Source: an optimization exercise on an open RTL-to-GDS flow (aim: small area, a short achievable clock period and few clock cycles per item). Production flows keep margins and buffers that such runs may drop. In this exercise RTL edits were held to simulation tests only and were not proved equivalent to the original. Power figures rest on the tool's default switching activity, not on a simulated workload.

fjord:
Design sampledec, start of the top module:
module sampledec(received,clk,start,ctrl,corrected,decodedOp,nerr,done);
  input [14:0] received; input clk; input start; input ctrl;
  output [7:0] corrected; output [1:0] nerr; output [14:0] decodedOp; output done;
  reg done_q, ctrl_q;
  always @(posedge clk) begin ctrl_q <= ctrl; if (start) done_q <= 1'b1; end
  assign done = done_q;
  reg [14:0] r;
  wire rn0; bmux u_rn0(.s(start),.a(r[0]),.b(received[0]),.y(rn0));
  wire rn1; bmux u_rn1(.s(start),.a(r[1]),.b(received[1]),.y(rn1));
  wire rn2; bmux u_rn2(.s(start),.a(r[2]),.b(received[2]),.y(rn2));
  wire rn3; bmux u_rn3(.s(start),.a(r[3]),.b(received[3]),.y(rn3));
  wire rn4; bmux u_rn4(.s(start),.a(r[4]),.b(received[4]),.y(rn4));
  wire rn5; bmux u_rn5(.s(start),.a(r[5]),.b(received[5]),.y(rn5));
  wire rn6; bmux u_rn6(.s(start),.a(r[6]),.b(received[6]),.y(rn6));
  wire rn7; bmux u_rn7(.s(start),.a(r[7]),.b(received[7]),.y(rn7));
  wire rn8; bmux u_rn8(.s(start),.a(r[8]),.b(received[8]),.y(rn8));
  wire rn9; bmux u_rn9(.s(start),.a(r[9]),.b(received[9]),.y(rn9));
  wire rn10; bmux u_rn10(.s(start),.a(r[10]),.b(received[10]),.y(rn10));
  wire rn11; bmux u_rn11(.s(start),.a(r[11]),.b(received[11]),.y(rn11));
  wire rn12; bmux u_rn12(.s(start),.a(r[12]),.b(received[12]),.y(rn12));
  wire rn13; bmux u_rn13(.s(start),.a(r[13]),.b(received[13]),.y(rn13));
  wire rn14; bmux u_rn14(.s(start),.a(r[14]),.b(received[14]),.y(rn14));
  wire [14:0] rn = {rn14, rn13, rn12, rn11, rn10, rn9, rn8, rn7, rn6, rn5, rn4, rn3, rn2, rn1, rn0};
  wire t_1; bx2 u_t_1(.a(rn[3]),.b(rn[10]),.y(t_1));
  wire t_2; bx2 u_t_2(.a(rn[7]),.b(rn[9]),.y(t_2));
  wire t_3; bx2 u_t_3(.a(t_1),.b(t_2),.y(t_3));
  wire t_4; bx2 u_t_4(.a(rn[2]),.b(rn[13]),.y(t_4));
  wire t_5; bx2 u_t_5(.a(rn[4]),.b(rn[5]),.y(t_5));
  wire t_6; bx2 u_t_6(.a(t_4),.b(t_5),.y(t_6));
  wire x1; bx2 u_x1(.a(t_3),.b(t_6),.y(x1));
  ...
Size: ~44 I/O pins, roughly 0.0019 mm^2 of cells after synthesis.
Settings: LEC_CHECK=0, CAP_MARGIN=20, CORE_MARGIN=2, CORE_UTILIZATION=40, SLEW_MARGIN=20, SYNTH_HIERARCHICAL=1; clock period 7.0 ns.
standard.sh (not shown) runs the stock make flow with config.mk's settings and CLKGATE_MAP_FILE= SYNTH_SCRIPT=/design/flow/synth_recipe.tcl, a recipe that flattens the netlist after the stock synthesis.
==> flow/flow/run.sh <==
#!/bin/bash
# The standard layout (standard.sh) with: every port buffered by one fixed cell type,
# a few cells sized by hand after placement resizing (flow/upsize.tcl, list in flow/upsize.txt),
# power recovery (downsizing of non-critical cells) after global routing,
# and a clock tree built from clkbuf_8. The flow's full output goes to standard.log here.
export BUFFER_PORTS_ARGS="-buffer_cell sky130_fd_sc_hd__buf_1"
export RECOVER_POWER=100
export UPSIZE_LIST="$(pwd)/flow/upsize.txt"
export POST_RESIZE_TCL="$(pwd)/flow/upsize.tcl"
export CTS_ARGS="-sink_clustering_enable -repair_clock_nets -sink_buffer_max_cap_derate 1.0 -dont_use_dummy_load -buf_list sky130_fd_sc_hd__clkbuf_8 -root_buf sky130_fd_sc_hd__clkbuf_8"
bash standard.sh > standard.log 2>&1
==> flow/flow/upsize.tcl <==
# Gate sizing by hand after placement resizing: each entry of flow/upsize.txt names a
# net and the cell its driver becomes (start's port buffer; high-fanout XORs and flops).
set up {}
set f [open $::env(UPSIZE_LIST) r]
foreach line [split [read $f] "\n"] {
  set line [string trim $line]
  if { $line == "" || [string index $line 0] == "#" } { continue }
  lassign $line netname cell
  set net [get_nets $netname]
  foreach pin [get_pins -of_objects $net] {
    if { [get_property $pin direction] == "output" } {
      set inst [get_cells -of_objects $pin]
      puts "upsize: [get_full_name $inst] ($netname) -> $cell"
      replace_cell $inst $cell
      lappend up $inst
    }
  }
  if { $netname == "start" } {
    foreach pin [get_pins -of_objects $net] {
      if { [get_property $pin direction] == "input" } {
        set inst [get_cells -of_objects $pin]
        puts "upsize: [get_full_name $inst] ($netname port buffer) -> $cell"
        replace_cell $inst $cell
        lappend up $inst
      }
    }
  }
}
close $f
# connect the new cells' supply pins as the platform's pdn.tcl connects every cell's
add_global_connection -net {VDD} -inst_pattern {.*} -pin_pattern {VPWR}
add_global_connection -net {VDD} -inst_pattern {.*} -pin_pattern {VPB}
add_global_connection -net {VSS} -inst_pattern {.*} -pin_pattern {VGND}
add_global_connection -net {VSS} -inst_pattern {.*} -pin_pattern {VNB}
global_connect
# keep power recovery from shrinking them again
foreach inst $up { set_dont_touch $inst }
==> flow/flow/upsize.txt <==
start sky130_fd_sc_hd__buf_8
x1 sky130_fd_sc_hd__xor2_2
x5 sky130_fd_sc_hd__xor2_2
x7 sky130_fd_sc_hd__xor2_2
x8 sky130_fd_sc_hd__xor2_2
sq[0] sky130_fd_sc_hd__dfxtp_2
sq[1] sky130_fd_sc_hd__dfxtp_2
sq[2] sky130_fd_sc_hd__dfxtp_2
sq[3] sky130_fd_sc_hd__dfxtp_2
sq[4] sky130_fd_sc_hd__dfxtp_2
sq[5] sky130_fd_sc_hd__dfxtp_2
sq[6] sky130_fd_sc_hd__dfxtp_2
sq[7] sky130_fd_sc_hd__dfxtp_2
sq[8] sky130_fd_sc_hd__dfxtp_2
sq[9] sky130_fd_sc_hd__dfxtp_2
sq[10] sky130_fd_sc_hd__dfxtp_2
Seen in the log of fjord: ODB-0370 during clock tree synthesis, after which the run never completed.
Testbench counts of fjord, summed over its fixed seeds: cycles 4,000, items 4,000.
Edits applied to the flow inputs when going from fjord to onyx:
==> flow/flow/upsize.txt <==
start sky130_fd_sc_hd__buf_8
x1 sky130_fd_sc_hd__xor2_2
x5 sky130_fd_sc_hd__xor2_2
x7 sky130_fd_sc_hd__xor2_2
x8 sky130_fd_sc_hd__xor2_2
### Flow results
onyx | status: complete | timing, DRC, antenna: pass
Diff fjord -> onyx: setup slack at placement decreased 12 ps, die outline height essentially unchanged, synthesized instance count essentially unchanged, fraction of the mapped netlist area in simple logic gates essentially unchanged.
Per the comparison of onyx with fjord, synthesized area ~0 delta; placement-stage cell area -about 0.7%; estimated wirelength of the detail-placed design -0.56%.
~same number of unique standard cell types used by synthesis in onyx and fjord
Changes observed in onyx relative to fjord: count of buffers inserted at the top-level ports held; global placement routability congestion roughly the same.
For juniper, these inputs were changed with respect to onyx:
==> flow/flow/run.sh <==
#!/bin/bash
# The standard layout (standard.sh) with: every port buffered by one fixed cell type,
# power recovery (downsizing of non-critical cells) after global routing, and optional
# extra ORFS settings. The flow's full output goes to standard.log in this folder.
export BUFFER_PORTS_ARGS="-buffer_cell sky130_fd_sc_hd__buf_1"
export RECOVER_POWER=100
export CTS_ARGS="-sink_clustering_enable -repair_clock_nets -sink_buffer_max_cap_derate 1.0 -dont_use_dummy_load -buf_list sky130_fd_sc_hd__clkbuf_8 -root_buf sky130_fd_sc_hd__clkbuf_8"
bash standard.sh > standard.log 2>&1
removed: flow/flow/upsize.tcl
removed: flow/flow/upsize.txt
--- outcome ---
On share of power burned in registers: juniper sits below onyx.
From onyx to juniper the numbers moved as follows: utilization saw a decrease, fraction of power spent switching nets saw an increase.
juniper: done, clean on timing, DRC and antenna
[inputs] cedar vs juniper
==> flow/flow/run.sh <==
#!/bin/bash
# The standard layout (standard.sh) with: every port buffered by one fixed cell type,
# a few cells sized by hand after placement resizing (flow/upsize.tcl),
# power recovery (downsizing of non-critical cells) after global routing,
# and a clock tree built from clkbuf_8. The flow's full output goes to standard.log here.
export BUFFER_PORTS_ARGS="-buffer_cell sky130_fd_sc_hd__buf_1"
export RECOVER_POWER=100
export START_BUF_CELL=sky130_fd_sc_hd__buf_8
export XOR_MIN_FANOUT=${XOR_MIN_FANOUT:-6}
export POST_RESIZE_TCL="$(pwd)/flow/upsize.tcl"
export CTS_ARGS="-sink_clustering_enable -repair_clock_nets -sink_buffer_max_cap_derate 1.0 -dont_use_dummy_load -buf_list sky130_fd_sc_hd__clkbuf_8 -root_buf sky130_fd_sc_hd__clkbuf_8"
bash standard.sh > standard.log 2>&1
==> flow/flow/upsize.tcl (new file) <==
# Gate sizing by hand after placement resizing:
#  - the start port's buffer (start selects the hold multiplexer of every stored bit)
#    becomes $::env(START_BUF_CELL);
#  - every xor2_1 / xnor2_1 that drives $::env(XOR_MIN_FANOUT) or more pins becomes the _2 cell.
set up {}
foreach pin [get_pins -of_objects [get_nets start]] {
  if { [get_property $pin direction] == "input" } {
    set inst [get_cells -of_objects $pin]
    puts "upsize: [get_full_name $inst] (start port buffer) -> $::env(START_BUF_CELL)"
    replace_cell $inst $::env(START_BUF_CELL)
    lappend up $inst
  }
}
foreach inst [get_cells *] {
  set m [get_property $inst ref_name]
  if { $m != "sky130_fd_sc_hd__xor2_1" && $m != "sky130_fd_sc_hd__xnor2_1" } { continue }
  foreach pin [get_pins -of_objects $inst] {
    if { [get_property $pin direction] != "output" } { continue }
    set n [llength [get_pins -of_objects [get_nets -of_objects $pin]]]
    if { $n - 1 >= $::env(XOR_MIN_FANOUT) } {
      set to [string map {_1 _2} $m]
      puts "upsize: [get_full_name $inst] fanout [expr {$n - 1}] -> $to"
      replace_cell $inst $to
      lappend up $inst
    }
  }
}
# connect the new cells' supply pins as the platform's pdn.tcl connects every cell's
add_global_connection -net {VDD} -inst_pattern {.*} -pin_pattern {VPWR}
add_global_connection -net {VDD} -inst_pattern {.*} -pin_pattern {VPB}
add_global_connection -net {VSS} -inst_pattern {.*} -pin_pattern {VGND}
add_global_connection -net {VSS} -inst_pattern {.*} -pin_pattern {VNB}
global_connect
# keep power recovery from shrinking them again
foreach inst $up { set_dont_touch $inst }
==> comparison <==
Relative to juniper, the final cell area reported for cedar is higher.
The sequential power was comparable across juniper and cedar.
Delta(area growth from synthesis to layout, cedar - juniper) > 0
For cedar, the slowest cell on the critical path was or4_1, unlike juniper, where it was clkbuf_1.
Comparing juniper and cedar, met1 usage is higher on cedar.
Lower average vias per placed instance was reported by juniper, not cedar.
Non-clock buffer area fraction after layout up 0.48 points in cedar wrt juniper
The flow did not stop early for cedar: all stages ran, and the layout cleared the timing, DRC and antenna checks.
Register-to-register slack delta (juniper -> cedar): insignificant

-- re-timing with driven ports --
Ports are ideal in the flow. The routed layouts listed here were re-timed in OpenROAD. Step 1, drivers: a clkbuf_16 drives clk and a buf_2 each remaining input, both assumed. Step 2 adds t to the input delays and takes it off the output delays; t is the mean of the earliest and latest rising clock arrival at the registers after step 1. Input paths then give back, and output paths get back, about the clock's delay inside the block. a / b / c = ideal ports / drivers / drivers and shift; a / b = the first two.
| run | t, ns | setup slack, ns | worst register clock-pin slew, ns | worst slew at a driven data input, ns |
|---|---|---|---|---|
| onyx | 0.287 | 3.618 / 3.595 / 3.307 | 0.09 / 0.09 | 0.05 |
| juniper | 0.289 | 3.136 / 3.133 / 2.844 | 0.08 / 0.08 | 0.04 |
| cedar | 0.291 | 3.625 / 3.599 / 3.308 | 0.09 / 0.09 | 0.05 |
After both steps setup and hold are still met in every run listed. The setup slack of cedar, which loses most, moves by -0.026 ns with the drivers and by -0.317 ns with both steps.
